Background: an optimization exercise with open tools, aiming at small area, a short achievable clock period and few clock cycles per item. Do not read the settings as production practice. The RTL was checked by simulation tests, not by an equivalence proof against the original design.

run A:
Design mult, start of the top module:
module mult(
	input clk, rst, start, in_is_signed,
	input [31:0] in_a, in_b,
	output mult_status,
	output [63:0] s);
Size in the first run: ~2100 cells after synthesis, roughly 120 flip-flops, roughly 130 I/O pins, about 18000 um2 of cells after synthesis.
export LEC_CHECK = 0
export ABC_AREA = 1
export CAP_MARGIN = 20
export CORE_MARGIN = 2
export CORE_UTILIZATION = 55
export CTS_BUF_LIST = sky130_fd_sc_hd__clkbuf_8
export SLEW_MARGIN = 40
export SYNTH_HIERARCHICAL = 1
create_clock -name core_clock -period 50.0 [get_ports {clk}]
standard.sh (not shown) runs the stock make flow with config.mk's settings and CLKGATE_MAP_FILE= SYNTH_SCRIPT=/design/flow/synth_recipe.tcl, a recipe that flattens the netlist after the stock synthesis.
==> flow/flow/run.sh <==
#!/bin/bash
set -euo pipefail
export BUFFER_PORTS_ARGS="-buffer_cell sky130_fd_sc_hd__buf_2"
bash standard.sh > standard.log 2>&1
Testbench counts of run A, summed over its fixed seeds: cycles 4,019, items 3,200.
--- input diff run A..run B ---
-- flow/config.mk --
<<< run A, line 11
export CORE_UTILIZATION = 55
>>> run B, line 11
export CORE_UTILIZATION = 40
<<< run A, line 13
export SLEW_MARGIN = 40
>>> run B, line 13
export SLEW_MARGIN = 20
Findings:
- The first-pass GRT wire length was comparable across run A and run B.
- From run A to run B, number of synthesized register bits did not move at all.
- Routed wire in run B totals more than in run A.
- Run B against run A: critical path buffer and inverter count rose by 1, last weighted congestion value of the routability-driven placer fell by 5.2%, stage delay of the slowest cell on the critical path rose by 0.06 ns.
[inputs] run C vs run B
==> flow/flow/run.sh <==
#!/bin/bash
set -euo pipefail
export BUFFER_PORTS_ARGS="-buffer_cell sky130_fd_sc_hd__buf_1"
bash standard.sh > standard.log 2>&1
==> comparison <==
Summary of run C over run B: global-route usage -0.40 points; cell depth of the worst setup path +2; global-route congestion overflow total saw little to no change.
For run B, the end point of the critical path was s[47], unlike run C, where it was s[63].
The lower length of routed met2 wiring came out of run C.
Run C vs. run B: final routed wirelength across all metal layers went down 2.2%, count of non-CTS buffers in the layout went down 0.62%, cell area went down about 0.9%, utilization went down 0.39 points, met1 layer wirelength in the final routing held.


mult again, from the RTL that the note above started with.
Design mult, start of the top module:
module mult(
	input clk, rst, start, in_is_signed,
	input [31:0] in_a, in_b,
	output mult_status,
	output [63:0] s);
	reg busy;
	reg [32:0] n_b;		 
	reg [7:0] one_b, two_b, neg;	 
	reg [15:0] wlo;		 
	reg [47:0] acc;		 
	assign mult_status = busy;
	wire [32:0] n = ~n_b;
	wire [7:0] one = ~one_b, two = ~two_b;
	wire sha = ~|in_a[31:16] | &in_a[31:15];
	wire shb = ~|in_b[31:16] | &in_b[31:15];
	wire short = sha | shb;
	wire use_a = sha & ~shb;	 
	wire [15:0] mlo = use_a ? in_a[15:0] : in_b[15:0];
	wire mtop = use_a ? in_a[31] : in_b[31];
	wire [31:0] nn = use_a ? in_b : in_a;
	wire [32:0] nx33 = {in_is_signed & nn[31], nn};
	wire c32 = ~in_is_signed & mtop;	 
	wire c16 = short & ~mtop & mlo[15];	 
	wire [47:0] acc0 = (short & c32) ? {nn, 16'b0} :
	                   (c16 | (~short & c32)) ? {{15{nx33[32]}}, nx33} : 48'b0;
	wire [16:0] wn = busy ? {wlo, 1'b0} : short ? {mlo, 1'b0} : in_b[31:15];
	wire [7:0] one_n, two_n, neg_n;
	assign one_n[0] = wn[1] ^ wn[0];
	assign two_n[0] = (wn[2] & ~wn[1] & ~wn[0]) | (~wn[2] & wn[1] & wn[0]);
	assign neg_n[0] = wn[2];
	assign one_n[1] = wn[3] ^ wn[2];
	assign two_n[1] = (wn[4] & ~wn[3] & ~wn[2]) | (~wn[4] & wn[3] & wn[2]);
	assign neg_n[1] = wn[4];
	assign one_n[2] = wn[5] ^ wn[4];
	assign two_n[2] = (wn[6] & ~wn[5] & ~wn[4]) | (~wn[6] & wn[5] & wn[4]);
	assign neg_n[2] = wn[6];
	assign one_n[3] = wn[7] ^ wn[6];
	assign two_n[3] = (wn[8] & ~wn[7] & ~wn[6]) | (~wn[8] & wn[7] & wn[6]);
	assign neg_n[3] = wn[8];
	assign one_n[4] = wn[9] ^ wn[8];
	assign two_n[4] = (wn[10] & ~wn[9] & ~wn[8]) | (~wn[10] & wn[9] & wn[8]);
	assign neg_n[4] = wn[10];
	assign one_n[5] = wn[11] ^ wn[10];
	assign two_n[5] = (wn[12] & ~wn[11] & ~wn[10]) | (~wn[12] & wn[11] & wn[10]);
	assign neg_n[5] = wn[12];
  ...
==> flow/config.mk <==
export PLATFORM = sky130hd
export DESIGN_NAME = mult
export DESIGN_NICKNAME = mult
export VERILOG_FILES = /design/flow/design.v
export SDC_FILE = /design/flow/constraint.sdc
export NUM_CORES = 4
export LEC_CHECK = 0
export ABC_AREA = 1
export CAP_MARGIN = 20
export CORE_MARGIN = 2
export CORE_UTILIZATION = 40
export CTS_BUF_LIST = sky130_fd_sc_hd__clkbuf_8
export SLEW_MARGIN = 40
export SYNTH_HIERARCHICAL = 1
==> flow/constraint.sdc <==
create_clock -name core_clock -period 50.0 [get_ports {clk}]
set_input_delay 10.0000 -clock core_clock [delete_from_list [all_inputs] [get_ports {clk}]]
set_output_delay 10.0000 -clock core_clock [all_outputs]
set_load 0.01 [all_outputs]
==> flow/flow/run.sh <==
#!/bin/bash
set -euo pipefail
export BUFFER_PORTS_ARGS="-buffer_cell sky130_fd_sc_hd__buf_1"
export PRE_RESIZE_TCL="$PWD/flow/outbuf.tcl"
bash standard.sh > standard.log 2>&1
==> flow/flow/outbuf.tcl <==
# Make the buffer that drives each output port a buf_2.
set n 0
foreach bterm [[ord::get_db_block] getBTerms] {
  if { [$bterm getIoType] != "OUTPUT" } { continue }
  foreach iterm [[$bterm getNet] getITerms] {
    if { ![$iterm isOutputSignal] } { continue }
    set inst [$iterm getInst]
    if { [[$inst getMaster] getName] == "sky130_fd_sc_hd__buf_1" } {
      replace_cell [get_cells [$inst getName]] sky130_fd_sc_hd__buf_2
      incr n
    }
  }
}
puts "outbuf.tcl: $n output buffers made buf_2"
Testbench counts at the start, summed over its fixed seeds: cycles 4,019, items 3,200.
Then changed:
==> flow/flow/run.sh (replaced) <==
#!/bin/bash
set -euo pipefail
export BUFFER_PORTS_ARGS="-buffer_cell sky130_fd_sc_hd__buf_2"
export PRE_RESIZE_TCL="$PWD/flow/fanout.tcl"
bash standard.sh > standard.log 2>&1
==> flow/flow/fanout.tcl (new file) <==
set_max_fanout 12 [current_design]
removed: flow/flow/outbuf.tcl
The new run passed the timing, design-rule and antenna checks.
Non-clock buffer count rose by 160.
Clock skew fell by 0.0069 ns.
Setup slack is worse by 2.4 ns.
Design area rose by 8.5%.
Core utilization rose by 3.7 points.
Hold slack is worse by 0.016 ns.
Synthesized cell count does not change.


mult again, from the RTL that the note above started with.
Settings: LEC_CHECK=0, ABC_AREA=1, CAP_MARGIN=20, CORE_MARGIN=2, CORE_UTILIZATION=40, CTS_BUF_LIST=sky130_fd_sc_hd__clkbuf_8, CTS_CLUSTER_DIAMETER=100, CTS_CLUSTER_SIZE=30, SLEW_MARGIN=40, SYNTH_HIERARCHICAL=1; clock period 50.0 ns.
==> flow/flow/run.sh <==
#!/bin/bash
set -euo pipefail
export BUFFER_PORTS_ARGS="-buffer_cell sky130_fd_sc_hd__buf_2"
bash standard.sh > standard.log 2>&1
The first run passed the timing, design-rule and antenna checks.
Testbench counts at the start, summed over its fixed seeds: cycles 4,019, items 3,200.
Next try:
==> flow/flow/run.sh (replaced) <==
#!/bin/bash
set -euo pipefail
export BUFFER_PORTS_ARGS="-buffer_cell sky130_fd_sc_hd__buf_1"
export PRE_RESIZE_TCL="$PWD/flow/outbuf.tcl"
bash standard.sh > standard.log 2>&1
==> flow/flow/outbuf.tcl (new file) <==
# Make the buffer that drives each output port a buf_2.
set n 0
foreach port [get_ports -filter "direction == output"] {
  foreach pin [get_pins -of_objects [get_nets -of_objects $port] -filter "direction == output"] {
    set inst [get_cells -of_objects $pin]
    if { [get_property [get_lib_cells -of_objects $inst] name] == "sky130_fd_sc_hd__buf_1" } {
      replace_cell $inst sky130_fd_sc_hd__buf_2
      incr n
    }
  }
}
puts "outbuf.tcl: $n output buffers made buf_2"
Settings changed: CTS_CLUSTER_DIAMETER 100 to not set, CTS_CLUSTER_SIZE 30 to not set.
The changed run ended with an error in placement repair (3_4_place_resized), error STA-0100. Area after synthesis does not change. Synthesized cell count does not change.
Next try:
==> flow/flow/run.sh (replaced) <==
#!/bin/bash
set -euo pipefail
export BUFFER_PORTS_ARGS="-buffer_cell sky130_fd_sc_hd__buf_2"
bash standard.sh > standard.log 2>&1
removed: flow/flow/outbuf.tcl
The new run went through all stages and came out clean.
Synthesized area is unchanged.
Synthesized cell count does not change.


Setup of before:
mult again, from the RTL that the note above started with.
clock: 50.0 ns
lec_check: 0
abc_area: 0
cap_margin: 20
core_margin: 2
core_utilization: 40
cts_buf_list: sky130_fd_sc_hd__clkbuf_8
slew_margin: 40
synth_hierarchical: 1
==> flow/flow/run.sh <==
#!/bin/bash
set -euo pipefail
export BUFFER_PORTS_ARGS="-buffer_cell sky130_fd_sc_hd__buf_2"
bash standard.sh > standard.log 2>&1
Testbench counts of before, summed over its fixed seeds: cycles 4,019, items 3,200.
The following lists how after was set up differently from before:
Settings: a change of SLEW_MARGIN from 40 to 65; a change of ABC_AREA from 0 to 1.
[summary]
Basic-gate share of the synthesized area counting and, or, nand and nor cells | after above before. Compared with before, after shows a higher setup slack. after vs. before: cell area reported after detailed placement increased by about 6.6% relative to the old numbers; number of cells on the critical path rose 6.

==> port drivers added, routing unchanged <==
How much do the figures lean on ideal ports? The routed layouts below were timed once more, with nothing changed but the port constraints.
Step 1, drivers: a clkbuf_16 drives clk and a buf_2 each remaining input, both assumed.
Step 2 times the ports against the registers' clock, not the clock port: input delays grow and output delays shrink by t, the midpoint of the rising clock arrivals with the driver on.
Three values: no drivers, after step 1, after step 2; two values: the first two.
run | t (ns) | slack for setup (ns) | hold WS [ns] | slew at the worst register clock pin (ns) | worst data-port slew with drivers (ns)
run A | 0.494 | 33.629 / 33.585 / 34.079 | 0.592 / 0.592 / 0.592 | 0.09 / 0.09 | 0.03
run B | 0.495 | 33.723 / 33.678 / 34.173 | 0.574 / 0.574 / 0.574 | 0.08 / 0.08 | 0.04
run C | 0.482 | 33.516 / 33.473 / 33.955 | 0.580 / 0.580 / 0.580 | 0.09 / 0.09 | 0.04
the first run of note 2 | 0.488 | 33.674 / 33.630 / 34.118 | 0.589 / 0.589 / 0.589 | 0.08 / 0.08 | 0.04
the second run of note 2 | 0.488 | 31.267 / 31.221 / 31.709 | 0.573 / 0.573 / 0.573 | 0.08 / 0.08 | 0.04
the first run of note 3 | 0.490 | 33.773 / 33.727 / 34.217 | 0.574 / 0.574 / 0.574 | 0.09 / 0.09 | 0.03
the third run of note 3 | 0.490 | 33.773 / 33.727 / 34.217 | 0.574 / 0.574 / 0.574 | 0.09 / 0.09 | 0.03
before | 0.492 | 32.784 / 32.740 / 33.232 | 0.644 / 0.644 / 0.644 | 0.09 / 0.09 | 0.05
after | 0.483 | 33.763 / 33.718 / 34.201 | 0.573 / 0.573 / 0.573 | 0.08 / 0.08 | 0.04
After both steps setup and hold are still met in every run listed.
